Background: an optimization exercise with open tools, aiming at small area, a short achievable clock period and few clock cycles per item. Do not read the settings as production practice. At most, simulation tests tie the RTL to the original design; equivalence was not proved. For run 3, only the layout was checked, not whether the RTL still works.

File: run.sh
#!/bin/bash
# synth_recipe.tcl (not shown) runs the flow's synth.tcl, then flattens the netlist and writes it again
# the make line also repeats each setting of config.mk as NAME=value (left out here)
make -C /OpenROAD-flow-scripts/flow DESIGN_CONFIG=/design/flow/config.mk WORK_HOME=/design/flow/orfs CLKGATE_MAP_FILE= SYNTH_SCRIPT=/design/flow/synth_recipe.tcl finish
File: config.mk
export PLATFORM = sky130hd
export DESIGN_NAME = alu_multi_cycle
export DESIGN_NICKNAME = alu_multi_cycle
export VERILOG_FILES = /design/flow/design.v
export SDC_FILE = /design/flow/constraint.sdc
export NUM_CORES = 4
export LEC_CHECK = 0
export CAP_MARGIN = 20
export CORE_MARGIN = 2
export CORE_UTILIZATION = 40
export SLEW_MARGIN = 20
File: constraint.sdc
create_clock -name core_clock -period 10.0 [get_ports {clk}]
set_input_delay 2.0000 -clock core_clock [delete_from_list [all_inputs] [get_ports {clk}]]
set_output_delay 2.0000 -clock core_clock [all_outputs]
set_load 0.01 [all_outputs]
File: design.v
module alu_multi_cycle #(
    parameter OPERAND_BUS_WIDTH = 8,
    parameter OPERAND_MAX_DATA_WIDTH = 32,
    parameter RESULT_BUS_WIDTH = 16,
    parameter RESULT_MAX_DATA_WIDTH = 64
) (
    input   wire                            clk,
    input   wire                            rst,  
    input   wire                            operand_valid,
    input   wire [2:0]                      op,
    input   wire [OPERAND_BUS_WIDTH-1:0]    a,
    input   wire [OPERAND_BUS_WIDTH-1:0]    b,
    input   wire                            operand_last,
    output  reg                             ready,
    output  reg                             result_valid,
    output  reg  [RESULT_BUS_WIDTH-1:0]     result,
    output  reg                             result_last,
    output  reg                             result_rst
);
    localparam R = 8;                  
    localparam ND = 32 / R;            
    localparam DPB = 8 / R;            
    reg [31:0] opa, opb;               
    reg [2:0]  opc;                    
    reg [1:0]  nb;                     
    reg        s_recv;                 
    reg        s_full;                 
    reg [63:0] o;                      
    reg        m_busy;                 
    reg [$clog2(ND)-1:0] m_dig;        
    wire flush  = !rst || (operand_valid && op == 3'b111);
    wire accept = operand_valid && ready;    
    wire o_free  = !m_busy && (!result_valid || result_last);
    wire is_mul  = (opc == 3'b100);
    wire xfer    = s_full && o_free;
    wire m_last  = m_busy && (m_dig == 0);
    always @(*) begin
        ready  = !s_full || (xfer && (!is_mul || top_dig == 0)) || m_last;
        result = o[15:0];
    end
    wire [$clog2(ND)-1:0] top_dig = (nb + 1) * DPB - 1;
    wire [$clog2(ND)-1:0] dsel    = xfer ? top_dig : m_dig;
    wire [R-1:0]  digit = opa[dsel*R +: R];
    wire [63:0]   acc   = xfer ? 64'd0 : o;
    wire [R+31:0] pp    = digit * opb;
    wire [63:0]   macc  = {acc[63-R:0], {R{1'b0}}} + {{(32-R){1'b0}}, pp};
    reg [63:0] res;
    always @(*) begin
        case (opc)
            3'b001: res = {31'd0, {1'b0, opa} + {1'b0, opb}};
            3'b010: res = {32'd0, opa & opb};
            3'b011: res = {32'd0, opa ^ opb};
            default: res = 64'd0;
        endcase
    end
    always @(posedge clk) begin
        if (flush) begin
            result_rst   <= 1'b1;
            result_valid <= 1'b0;
            result_last  <= 1'b0;
            s_recv       <= 1'b0;
            s_full       <= 1'b0;
            m_busy       <= 1'b0;
        end else begin
            result_rst <= 1'b0;
            if (result_valid && !result_last) begin
                o           <= o >> 16;
                result_last <= (o[63:32] == 32'd0);
            end else begin
                result_valid <= 1'b0;
                result_last  <= 1'b0;
            end
            if (m_busy) begin
                o     <= macc;
                m_dig <= m_dig - 1'b1;
                if (m_last) begin
                    m_busy       <= 1'b0;
                    s_full       <= 1'b0;
                    result_valid <= 1'b1;
                    result_last  <= 1'b0;
                end
            end
            if (xfer) begin
                if (is_mul) begin
                    o <= macc;
                    if (top_dig == 0) begin
                        s_full       <= 1'b0;
                        result_valid <= 1'b1;
                        result_last  <= 1'b0;
                    end else begin
                        m_busy <= 1'b1;
                        m_dig  <= top_dig - 1'b1;
                    end
                end else begin
                    o            <= res;
                    s_full       <= 1'b0;
                    result_valid <= 1'b1;
                    result_last  <= 1'b0;
                end
            end
            if (accept) begin
                if (!s_recv) begin
                    opa <= {24'd0, a};
                    opb <= {24'd0, b};
                    opc <= op;
                    nb  <= 2'd0;
                    if (op != 3'b000) begin
                        if (operand_last) s_full <= 1'b1;
                        else              s_recv <= 1'b1;
                    end
                end else begin
                    opa[(nb+1)*8 +: 8] <= a;
                    opb[(nb+1)*8 +: 8] <= b;
                    nb <= nb + 1'b1;
                    if (operand_last) begin
                        s_recv <= 1'b0;
                        s_full <= 1'b1;
                    end
                end
            end
        end
    end
endmodule
==> notes.md, run 1 <==
Status -> no timing/DRC/antenna violations
Critical path peak fanout -> 32
Final clock skew -> 0.01227 ns
Die area -> 0.04864 mm2
Worst Reg-to-Reg Cells -> 22
Slew margin rel. -> 0.3655
Yosys top cell by area -> fa_1
Post-synth cell types -> 81
Crit path largest cell delay -> 0.90 ns
Via density -> 5.881
Tmin final -> 8.557 ns
Core ar. -> 0.04646 mm2
Mapped Area -> 0.01876 mm2
Synth top cells by count -> inv_1, fa_1, nand2_1
Worst hold margin -> 0.5621 ns
Ys async rst share -> 0
Unrepaired setup endpoints after global routing -> false
Required time worst endpoint -> 10.21 ns
Mapped Cells -> 2041
Worst hold path class -> reg -> reg
Maxcap violations -> 0
Synth Flop Type -> edfxtp_1
Slew Viols, Final -> 0
Nets -> 2351
Vias -> 15472
Hold Crit Endpoint -> o[44]$_DFFE_PP_
Area growth, synth to finish -> 7.731%
Post-CTS Hold Buffers -> 0
Crit path cell chain -> inv_1, ha_1, xnor2_1, nor2_1, a21oi_2, mux4_2, and2_1, fa_1, fa_1, fa_1, inv_1, fa_1, inv_1, ha_1, nand4_1, nor2_1, a32oi_1, a2111oi_1, or4b_1, a31o_2, mux2i_1, a32o_1
Hold path depth -> 2
CP Capture Type -> flop
Area contributors post-synth -> fa_1, edfxtp_1, ha_1
CTS Buf Count -> 17
CTS tree -> done
Routability cong. -> 0.9782
Largest net degree at the start of global routing -> 67
Register area share after synthesis -> 0.2225
Fin cells -> 2631
Crit start category -> flop
CP Buf/Inv Count -> 3
Initial antenna violation count -> 2
EDFF count, synth -> 135
Hold Fails Final Rpt -> 0
Setup TNS -> 0 ns
# clock sinks -> 141
Flop-to-flop setup slack -> 1.44 ns
GRT overflow -> 0
Syn Nets -> 2383
Worst r2r src -> nb[0]$_SDFFCE_PN0P_
Critical Path AT -> 8.76 ns
H-tree Lvls -> 4
Most common cell in the netlist -> inv_1
Initial Utilization -> 0.4037
Wire length of the first global-routing pass -> 95570 um
Post-CTS Setup Bufs -> 0
Yosys warnings -> 1
Fin crit share -> 0.8557
Final Setup Violations -> 0
IO Pins -> 43
Final wirelength -> 61480 um
F_max -> 116.9 MHz
Worst reg2reg endpoint -> o[39]$_DFFE_PP_
Synth top area share -> 0.2263
Dpl cells -> 2597
WL/cell -> 23.37 um
Clock slew at reported path FFs -> 0.07 ns
Post-route DRC -> 0
GR Util All Layers -> 0.2625
Drt pass-1 iters -> 5
Row cnt -> 79
Clock tree buffer depth -> 2
Seq cells post-synth -> 141
Post-CTS resize count -> 0
Crit path depth -> 22
Worst path slowest cell -> mux4_2
Detail Placement HPWL -> 47130 um
Iter 0 DRT Violations -> 1600
Number of routed nets with antenna violations -> 0
Clk root buf -> clkbuf_16
Hold Path Origin -> o[60]$_DFFE_PP_
Avg Cell Area, Syn -> 9.190 um2
Worst Max-Slew Pin Slew -> 0.9518 ns
Port Buffers -> 42
Vias in the first global route -> 15598
CP most frequent cell -> fa_1
Share of cells above drive strength 1 -> 0.04896
Die W -> 220.5 um
Die Y -> 220.5 um
Worst-Skew Late Latency -> 0.46 ns
Crit-path leading delay family -> adder cells
Crit Path Class -> reg -> reg
through the flow:
stage	worst slack (ns)	utilization	cell area, um2
floorplan	2.519	-	18760
global placement	1.678	0.4216	19590
detailed placement	1.500	0.4216	19590
CTS	1.470	0.4349	20200
global route	0.9656	0.4349	20200
finish	1.443	0.4350	20210
flip-flops by register name, summed over array words and instances, names as in the netlist, 2 cells and up:
| signal | count |
|---|---|
| opb | 32 |
| m_dig | 2 |
| o | 64 |
| nb | 2 |
| opc | 3 |
| opa | 32 |
tightest hold or removal path: cells and delay by family (launching register included):
family / cells / cell delay [ns]
DFF: 1 / 0.35
and+or+nand+nor: 1 / 0.05
AOI/OAI and AO/OA: 1 / 0.06
final cells by class:
class | instances | area [um2]
clock inverter | 14 | 187.7
clock buffer | 18 | 429.2
antenna | 2 | 5.005
timing repair buffer | 58 | 540.5
fill | 4634 | 26250
inverter | 264 | 991.0
multi-input combinational | 1527 | 13120
tap | 607 | 759.5
sequential | 141 | 4174
cells by family (layout without fill, tap and decap cells):
| kind of cell | Yosys count | after routing | share of synthesized area |
|---|---|---|---|
| flip-flops | 141 | 141 | 0.2225 |
| other | 1 | 3 | 0.0001999 |
| multiplexers | 55 | 55 | 0.03609 |
| AND/OR/NAND/NOR | 689 | 689 | 0.1900 |
| buffers and inverters | 373 | 354 | 0.07978 |
| adder cells (fa/ha/maj) | 319 | 319 | 0.2976 |
| AO/OA/AOI/OAI | 402 | 402 | 0.1452 |
| XOR/XNOR | 61 | 61 | 0.02848 |
placed cells by master, fill, tap and decap left out, drive strengths merged, types with 10 or more instances in the layout:
master / n
a211oi: 23
a21o: 35
a21oi: 122
a221oi: 13
a22o: 27
a22oi: 15
a32oi: 12
and2: 202
and3: 14
buf: 16
clkbuf: 18
clkdlybuf4s50: 42
edfxtp: 135
fa: 212
ha: 107
inv: 273
mux2: 18
mux2i: 29
nand2: 205
nand2b: 17
nand3: 46
nand4: 24
nor2: 73
nor2b: 46
nor3: 27
nor4: 13
o21ai: 74
o221ai: 10
xnor2: 40
xor2: 21
how the worst max path moves through the flow:
stage / start / end
6_report: nb[0]$_SDFFCE_PN0P_ / o[39]$_DFFE_PP_
2_1_floorplan: nb[0]$_SDFFCE_PN0P_ / o[39]$_DFFE_PP_
4_1_cts: nb[0]$_SDFFCE_PN0P_ / o[42]$_DFFE_PP_
3_5_place_dp: nb[0]$_SDFFCE_PN0P_ / o[42]$_DFFE_PP_
3_3_place_gp: nb[0]$_SDFFCE_PN0P_ / o[42]$_DFFE_PP_
5_1_grt: nb[0]$_SDFFCE_PN0P_ / o[42]$_DFFE_PP_
routing by layer:
metal  global-route usage  vias to the layer above  routed length (um)
li1                     -                     6865                   -
met1               0.3643                     7874               26850
met2               0.4263                      616               28520
met3              0.03368                      115                4141
met4              0.08489                        2                1957
met5                    0                        -                  12
Testbench counts, summed over its fixed seeds: cycles 25,963, items 8,000.
==> inputs of run 2 (changes only) <==
--- a/config.mk
+++ b/config.mk
@@ -5,7 +5,9 @@
 export SDC_FILE = /design/flow/constraint.sdc
 export NUM_CORES = 4
 export LEC_CHECK = 0
+export ABC_CLOCK_PERIOD_IN_PS = 4000
 export CAP_MARGIN = 20
 export CORE_MARGIN = 2
 export CORE_UTILIZATION = 40
+export SETUP_SLACK_MARGIN = 4
 export SLEW_MARGIN = 20
==> run 2 against run 1 <==
Effect of this change: worst hold slack better by 0.014 ns; global-route usage is 3.1 points higher; worst setup slack better by 1.5 ns; core utilization rose by 7.9 points.
==> notes.md, run 2 <==
Worst path slowest cell -> mux4_2
Final Setup Violations -> 0
Area contributors post-synth -> fa_1, edfxtp_1, ha_1
Max reg flops -> 64
Worst Reg-to-Reg Cells -> 24
Hold Path Origin -> o[60]$_DFFE_PP_
Critical Path AT -> 7.23 ns
Via density -> 6.077
Initial antenna violation count -> 3
Slew margin rel. -> 0.2100
Tmin final -> 7.020 ns
Slew Viols, Final -> 0
Vias in the first global route -> 17387
Register area share after synthesis -> 0.2225
Detail Placement HPWL -> 45940 um
Share of cells above drive strength 1 -> 0.2281
Area growth, synth to finish -> 27.30%
Worst hold margin -> 0.5756 ns
Most common cell after layout, fill and taps aside -> inv_1
Post-DP Area -> 0.01994 mm2
Most common cell in the netlist -> inv_1
IO Pins -> 43
CTS tree -> done
Worst hold path class -> reg -> reg
Pre-CTS setup slack -> 1.890 ns
Top reg by flops -> o
Worst r2r src -> nb[0]$_SDFFCE_PN0P_
Clk root buf -> clkbuf_16
Post-synth cell types -> 81
Hold Fails Final Rpt -> 0
Crit path cell chain -> clkinv_4, ha_4, xnor2_4, nor2_2, a21oi_4, buf_4, buf_8, mux4_2, and2_4, fa_1, fa_2, fa_1, inv_2, fa_1, inv_1, ha_4, a21oi_4, o31ai_1, a21o_1, a31o_1, or4b_4, a31o_4, mux2i_1, a32o_1
Die area -> 0.04864 mm2
# clock sinks -> 141
Final clock skew -> 0.01463 ns
Fin cells -> 2805
Iter 0 DRT Violations -> 1854
Seq cells post-synth -> 141
Final wirelength -> 69830 um
Setup TNS -> 0 ns
Crit start category -> flop
Mapped Area -> 0.01876 mm2
Mapped Cells -> 2041
Hold Crit Endpoint -> o[44]$_DFFE_PP_
Area of the multi-input gates -> 0.01514 mm2
Register area -> 0.004174 mm2
CP Capture Type -> flop
Worst-Skew Late Latency -> 0.46 ns
H-tree Lvls -> 4
Number of routed nets with antenna violations -> 0
Status -> no timing/DRC/antenna violations
Core ar. -> 0.04646 mm2
Drt pass-1 iters -> 5
Crit Path Class -> reg -> reg
Yosys top cell by area -> fa_1
F_max -> 142.4 MHz
Clock tree buffer depth -> 2
Crit path largest cell delay -> 0.67 ns
Wire length of the first global-routing pass -> 105600 um
Routability cong. -> 0.9327
CP most frequent cell -> fa_1
Port Buffers -> 42
Setup ws final -> 2.980 ns
Yosys warnings -> 1
Initial Utilization -> 0.4037
Synth top area share -> 0.2263
Vias -> 17046
Largest net degree at the start of global routing -> 67
Required time worst endpoint -> 10.21 ns
CTS Buf Count -> 17
Synth Flop Type -> edfxtp_1
EDFF count, synth -> 135
Syn Nets -> 2383
Synth top cells by count -> inv_1, fa_1, nand2_1
GR Util All Layers -> 0.2937
Unrepaired setup endpoints after global routing -> true
Clock slew at reported path FFs -> 0.07 ns
Avg Cell Area, Syn -> 9.190 um2
Worst reg2reg endpoint -> o[39]$_DFFE_PP_
Hold path depth -> 2
Die Y -> 220.5 um
Ys async rst share -> 0
Nets -> 2522
WL/cell -> 24.89 um
Dpl cells -> 2592
Fill cells -> 4133
Flop-to-flop setup slack -> 2.98 ns
GRT overflow -> 0
Final std cell area, no fill -> 0.02388 mm2
Maxcap violations -> 0
Row cnt -> 79
Most frequent cells in the layout -> inv_1, fa_1, nand2_1, and2_1, edfxtp_1
Worst Max-Slew Pin Slew -> 1.185 ns
Die W -> 220.5 um
Fin crit share -> 0.7020
Biggest regs -> o x64, opa x32, opb x32
Critical path peak fanout -> 8
Post-route DRC -> 0
[run 2: critical path: cells and delay by family (launching register included)]
family / cells / cell delay (ns)
fa+ha+maj: 6 / 2.64
compound gates: 7 / 1.44
simple gates: 3 / 0.85
mux: 2 / 0.80
buf+inv: 5 / 0.48
flops: 1 / 0.41
xor+xnor: 1 / 0.12
[run 2: how the worst max path moves through the flow]
stage,from,end,slack [ns],depth (start not counted)
3_3_place_gp,nb[0]$_SDFFCE_PN0P_,o[42]$_DFFE_PP_,1.98,22
2_1_floorplan,nb[0]$_SDFFCE_PN0P_,o[39]$_DFFE_PP_,3.14,24
6_report,nb[0]$_SDFFCE_PN0P_,o[39]$_DFFE_PP_,2.98,24
4_1_cts,nb[0]$_SDFFCE_PN0P_,o[39]$_DFFE_PP_,3.11,26
3_5_place_dp,nb[0]$_SDFFCE_PN0P_,o[42]$_DFFE_PP_,1.89,22
5_1_grt,nb[0]$_SDFFCE_PN0P_,o[39]$_DFFE_PP_,2.81,26
[run 2: area by class of cell]
class,instances,area share
antenna,6,0.0006288
clock buffer,17,0.01782
clock inverter,14,0.008384
inverter,264,0.04171
multi-input combinational,1539,0.6339
sequential,141,0.1748
tap,607,0.03181
timing repair buffer,217,0.09097
[run 2: per-stage QoR]
step	utilization
global route	0.5137
detailed placement	0.4291
global placement	0.4288
floorplan	-
finish	0.5140
CTS	0.4941
[run 2: kinds of logic (layout without fill, tap and decap cells)]
kind of cell | count (synthesis) | count (layout) | share of synthesized area
and+or+nand+nor | 689 | 689 | 0.1900
AOI/OAI and AO/OA | 402 | 402 | 0.1452
buffers and inverters | 373 | 512 | 0.07978
adders and majority gates | 319 | 319 | 0.2976
DFF | 141 | 141 | 0.2225
xor gates and xnor gates | 61 | 61 | 0.02848
muxes | 55 | 67 | 0.03609
other | 1 | 7 | 0.0001999
[run 2: repair_timing]
action / 4_1_cts / 5_1_grt
setup buffers: 110 / 50
gates cloned: 16 / 0
hold buffers: 0 / 0
gates resized for setup: 212 / 109
pin swaps: 87 / 98
endpoints found under the setup margin: 58 / 56
hold endpoints to repair: 0 / 0
[run 2: routing by layer]
metal  global-route usage  vias up  routed length, um
met5                    0        -                 13
met4               0.1300        2               3365
met3              0.07175      226               7634
met2               0.4562      974              31180
met1               0.3898     8583              27640
li1                     -     7261                  -
==> inputs of run 3 (changes only) <==
==> design.v (replaced) <==
module alu_multi_cycle #(
    parameter OPERAND_BUS_WIDTH = 8,
    parameter OPERAND_MAX_DATA_WIDTH = 32,
    parameter RESULT_BUS_WIDTH = 16,
    parameter RESULT_MAX_DATA_WIDTH = 64
) (
    input   wire                            clk,
    input   wire                            rst,  
    input   wire                            operand_valid,
    input   wire [2:0]                      op,
    input   wire [OPERAND_BUS_WIDTH-1:0]    a,
    input   wire [OPERAND_BUS_WIDTH-1:0]    b,
    input   wire                            operand_last,
    output  reg                             ready,
    output  reg                             result_valid,
    output  reg  [RESULT_BUS_WIDTH-1:0]     result,
    output  reg                             result_last,
    output  reg                             result_rst
);
    typedef enum logic [1:0] {
        IDLE,
        RECEIVE,
        EXECUTE,
        SEND
    } state_t;
    state_t state, next_state;
    reg [OPERAND_MAX_DATA_WIDTH-1:0] operand_a, operand_b;
    reg [RESULT_MAX_DATA_WIDTH-1:0] result_full;
    reg [$clog2(OPERAND_MAX_DATA_WIDTH/OPERAND_BUS_WIDTH):0] operand_shift_cnt;
    reg [$clog2(RESULT_MAX_DATA_WIDTH/RESULT_BUS_WIDTH):0] result_shift_cnt;
    reg [2:0] op_reg;
    always @( * ) begin
        result = result_full[result_shift_cnt*RESULT_BUS_WIDTH +: RESULT_BUS_WIDTH];
        ready = state == IDLE || state == RECEIVE;
    end
    always @(posedge clk) begin
        if (op == 3'b111 && operand_valid || (!rst)) begin
            state <= IDLE;
            result_rst          <= 1'b1;
            result_valid        <= 1'b0;
            result_last         <= 1'b0;
            operand_a           <= '0;
            operand_b           <= '0;
            result_full         <= '0;
            operand_shift_cnt   <= 0;
            result_shift_cnt    <= 0;
            op_reg              <= 3'b000;
        end else begin
            result_rst <= 1'b0;
            case (state)
                IDLE: begin
                    operand_shift_cnt <= 0;
                    operand_a <= '0;
                    operand_b <= '0;
                    result_valid <= 0;
                    result_last <= 0;
                    result_shift_cnt <= 0;
                    result_full         <= '0;
                    if (operand_valid) begin
                        operand_a[OPERAND_BUS_WIDTH-1:0] <= a;
                        operand_b[OPERAND_BUS_WIDTH-1:0] <= b;
                        op_reg <= op;
                        operand_shift_cnt <= 1;
                        if (op == 0) begin
                            state <= IDLE;
                        end else if (operand_last) begin
                            state <= EXECUTE;
                        end else begin 
                            state <= RECEIVE;
                        end
                    end
                end
                RECEIVE: begin
                    if (operand_valid) begin
                        operand_a[operand_shift_cnt*OPERAND_BUS_WIDTH +: OPERAND_BUS_WIDTH] <= a;
                        operand_b[operand_shift_cnt*OPERAND_BUS_WIDTH +: OPERAND_BUS_WIDTH] <= b;
                        operand_shift_cnt <= operand_shift_cnt + 1;
                        if (operand_last) begin
                            state <= EXECUTE;
                        end
                    end
                end
                EXECUTE: begin
                    case (op_reg)
                        3'b000: result_full <= 0;  
                        3'b001: result_full <= operand_a + operand_b;  
                        3'b010: result_full <= operand_a & operand_b;  
                        3'b011: result_full <= operand_a ^ operand_b;  
                        3'b100: result_full <= operand_a * operand_b;  
                        3'b111: result_full <= 0;  
                        default: result_full <= 0;
                    endcase
                    result_shift_cnt <= 0;
                    result_valid <= 1;               
                    if (RESULT_MAX_DATA_WIDTH <= RESULT_BUS_WIDTH) begin 
                        state <= IDLE;
                        result_last <= 1;
                    end else begin 
                        state <= SEND;
                    end
                end
                SEND: begin
                    result_shift_cnt <= result_shift_cnt + 1;
                    result_valid <= 1;
                    if (result_full >> (result_shift_cnt+2)*RESULT_BUS_WIDTH == 0) begin 
                        state <= IDLE;
                        result_last <= 1;
                    end
                end
            endcase
        end
    end
endmodule
--- a/config.mk
+++ b/config.mk
@@ -5,9 +5,7 @@
 export SDC_FILE = /design/flow/constraint.sdc
 export NUM_CORES = 4
 export LEC_CHECK = 0
-export ABC_CLOCK_PERIOD_IN_PS = 4000
 export CAP_MARGIN = 20
 export CORE_MARGIN = 2
 export CORE_UTILIZATION = 40
-export SETUP_SLACK_MARGIN = 4
 export SLEW_MARGIN = 20
==> run 3 against run 2 <==
Effect of this change: final cell count is 110% higher; worst setup slack worse by 1.8 ns; largest cell class unchanged; die area increased by 120%; synthesized area grew 120%; non-clock buffer count shrank 80.
==> notes.md, run 3 <==
Status -> no timing/DRC/antenna violations
Seq cells post-synth -> 142
Dpl cells -> 5853
Mapped Cells -> 4626
H-tree Lvls -> 4
Post-Synth XOR/XNOR Area -> 0.01828
Flop-to-flop setup slack -> 1.20 ns
Worst-Skew Late Latency -> 0.47 ns
Adder-Cell Fraction of Synth Area -> 0.5288
CP Capture Type -> flop
Syn Nets -> 5853
Mux contribution to synthesized area -> 0.01570
Critical path peak fanout -> 18
Post-CTS Setup Bufs -> 0
Iter 0 DRT Violations -> 2418
CTS Buf Count -> 17
Area contributors post-synth -> fa_1, ha_1, and2_1
Critical Path AT -> 9.13 ns
Nets -> 5731
Most frequent cells in the layout -> inv_1, fa_1, and2_1, nand2_1, ha_1
# clock sinks -> 142
Most common cell in the netlist -> inv_1
Clock slew at reported path FFs -> 0.08 ns
GR Util All Layers -> 0.2460
Clock tree buffer depth -> 2
Fill cells -> 10210
Post-route DRC -> 0
Mapped Area -> 0.04121 mm2
Post-CTS Hold Buffers -> 0
Initial antenna violation count -> 3
Tmin final -> 8.801 ns
Setup TNS -> 0 ns
Port Buffers -> 42
Setup crit end -> result_full[60]$_SDFFE_PP0P_
Top reg by flops -> result_full
Worst reg2reg endpoint -> result_full[60]$_SDFFE_PP0P_
Synth top cells by count -> inv_1, fa_1, and2_1
Largest net degree at the start of global routing -> 85
CTS tree -> done
Yosys warnings -> 1
Worst Reg-to-Reg Cells -> 26
Max reg flops -> 64
Fin crit share -> 0.8801
Wire length of the first global-routing pass -> 199900 um
Slew margin rel. -> 0.2213
Synth top area share -> 0.4353
EDFF count, synth -> 0
Die area -> 0.1056 mm2
IO Pins -> 43
Initial Utilization -> 0.4038
Via density -> 5.354
Hold path depth -> 2
Vias -> 31518
Final clock skew -> 0.01828 ns
Routability cong. -> 0.9692
Grt met2 use -> 0.4052
Met1 global-route usage -> 0.3425
Worst Max-Slew Pin Slew -> 1.167 ns
Fin cells -> 5887
Number of routed nets with antenna violations -> 0
Unrepaired setup endpoints after global routing -> false
Biggest regs -> result_full x64, operand_a x32, operand_b x32
Register area share after synthesis -> 0.06899
Most common cell after layout, fill and taps aside -> inv_1
Ys async rst share -> 0
Area of the multi-input gates -> 0.03392 mm2
Hold Fails Final Rpt -> 0
WL/cell -> 21.47 um
Final std cell area, no fill -> 0.04364 mm2
Required time worst endpoint -> 10.32 ns
Core ar. -> 0.1020 mm2
Largest family of logic cells by synthesized area -> adder cells
Area growth, synth to finish -> 5.912%
Share of cells above drive strength 1 -> 0.04007
Final wirelength -> 126400 um
Crit Path Class -> reg -> reg
Synth Flop Type -> dfxtp_1
Die W -> 325.0 um
Post-DP Area -> 0.04300 mm2
Yosys top cell by area -> fa_1
Worst hold path class -> reg -> reg
Global routing's busiest layer -> met2
Maxcap violations -> 0
Drt pass-1 iters -> 5
Register area -> 0.002850 mm2
Clk root buf -> clkbuf_16
Worst r2r src -> operand_a[13]$_SDFFE_PP0P_
Avg Cell Area, Syn -> 8.907 um2
Crit start category -> flop
GRT overflow -> 0
Synth Area in Compound Gates -> 0.08460
F_max -> 113.6 MHz
Die Y -> 325.0 um
Slew Viols, Final -> 0
Vias in the first global route -> 33221
Final Setup Violations -> 0
Post-synth cell types -> 76
Post-CTS resize count -> 0
Row cnt -> 117
Crit path from -> operand_a[13]$_SDFFE_PP0P_
Met3 usage -> 0.02726
Detail Placement HPWL -> 102700 um
Synth Area in Simple Gates -> 0.1756
run 3: cell count changes in the layout (fill, tap and decap cells not counted), moves of 28 or more:
| cell | delta |
|---|---|
| ha_4 | -28 |
| buf_6 | -36 |
| inv_1 | +659 |
| edfxtp_1 | -135 |
| nor2_1 | +93 |
| a22oi_1 | +55 |
| o21ai_0 | +55 |
| dfxtp_1 | +130 |
| nand2_1 | +360 |
| and2_1 | +400 |
| ha_1 | +233 |
| xnor2_1 | +32 |
| a21oi_1 | +34 |
| fa_1 | +693 |
run 3: how the worst min path moves through the flow:
| stage | startpoint | end | slack [ns] |
|---|---|---|---|
| final | result_full[13]$_SDFFE_PP0P_ | result_full[13]$_SDFFE_PP0P_ | 0.46 |
| after global placement | result_full[13]$_SDFFE_PP0P_ | result_full[13]$_SDFFE_PP0P_ | 0.44 |
| after CTS | result_full[13]$_SDFFE_PP0P_ | result_full[13]$_SDFFE_PP0P_ | 0.46 |
| after floorplan | result_full[22]$_SDFFE_PP0P_ | result_full[22]$_SDFFE_PP0P_ | 0.42 |
| after detailed placement | result_full[13]$_SDFFE_PP0P_ | result_full[13]$_SDFFE_PP0P_ | 0.44 |
| after global routing | result_full[26]$_SDFFE_PP0P_ | result_full[26]$_SDFFE_PP0P_ | 0.50 |
run 3: kinds of logic (layout without fill, tap and decap cells):
logic type	count (synthesis)	in the layout
AOI/OAI and AO/OA	525	525
xor gates and xnor gates	86	86
adders and majority gates	1204	1204
buffers and inverters	1179	1070
DFF	142	142
muxes	44	44
other	0	2
and+or+nand+nor	1446	1446
run 3: metrics by stage:
stage | util | hold slack (ns) | setup WS (ns)
6_report | 0.4277 | 0.4637 | 1.199
5_1_grt | 0.4277 | 0.5021 | 0.8644
4_1_cts | 0.4276 | 0.4608 | 1.230
3_5_place_dp | 0.4214 | 0.4433 | 1.207
3_3_place_gp | 0.4214 | 0.4362 | 1.279
2_1_floorplan | - | 0.4204 | 2.820
run 3: area by class of cell:
| cell class | instances | share of cell area |
|---|---|---|
| Tap cell | 1368 | 0.03922 |
| Clock inverter | 15 | 0.004845 |
| Clock buffer | 17 | 0.009748 |
| Multi-Input combinational cell | 3305 | 0.7773 |
| Inverter | 901 | 0.07752 |
| Timing Repair Buffer | 137 | 0.02597 |
| Sequential cell | 142 | 0.06531 |
| Antenna cell | 2 | 0.0001147 |
run 3: metal layers:
metal / up-vias / share of wire
met5: - / 0
met4: 0 / 0.032
met3: 180 / 0.061
met2: 1031 / 0.47
met1: 16445 / 0.44
li1: 13862 / -
run 3: worst max-delay path, cell delays in order, from the launching register on:
cell,delay [ns]
dfxtp_1,1.10
buf_4,0.40
and2_1,0.19
fa_1,0.43
fa_1,0.50
fa_1,0.53
inv_1,0.05
fa_1,0.48
inv_1,0.06
fa_1,0.50
inv_1,0.05
fa_1,0.53
inv_1,0.05
fa_1,0.48
fa_1,0.42
ha_1,0.41
a21oi_1,0.24
o21ai_2,0.10
a21o_1,0.21
a2111oi_4,0.35
a211oi_2,0.17
nor4_1,0.64
nor2_1,0.10
a21oi_1,0.31
o21bai_1,0.14
xnor2_1,0.15
o21ai_1,0.07

==> port drivers added, routing unchanged <==
In the flow no input, the clock included, has a driving cell. The finished layouts below were timed again as built, in two steps. Step 1 (the two cells are an assumption about what drives the block):
set clk [get_ports {clk}]
set_driving_cell -lib_cell sky130_fd_sc_hd__clkbuf_16 $clk
set_driving_cell -lib_cell sky130_fd_sc_hd__buf_2 [delete_from_list [all_inputs] $clk]
Step 2 moves the port delays by t, midway between the first and last clock arrival at a register: inputs arrive t later, outputs are due t later. That takes back most of the time a late clock gives input paths. a / b / c = ideal ports / drivers / drivers and shift; a / b = the first two.
run	shift t [ns]	setup WS [ns]	hold slack, ns
run 1	0.502	1.443 / 1.443 / 1.443	0.562 / 0.562 / 0.562
run 2	0.498	2.980 / 2.980 / 2.980	0.576 / 0.576 / 0.576
run 3	0.510	1.199 / 1.199 / 1.199	0.464 / 0.464 / 0.464
After both steps setup and hold are still met in every run listed.
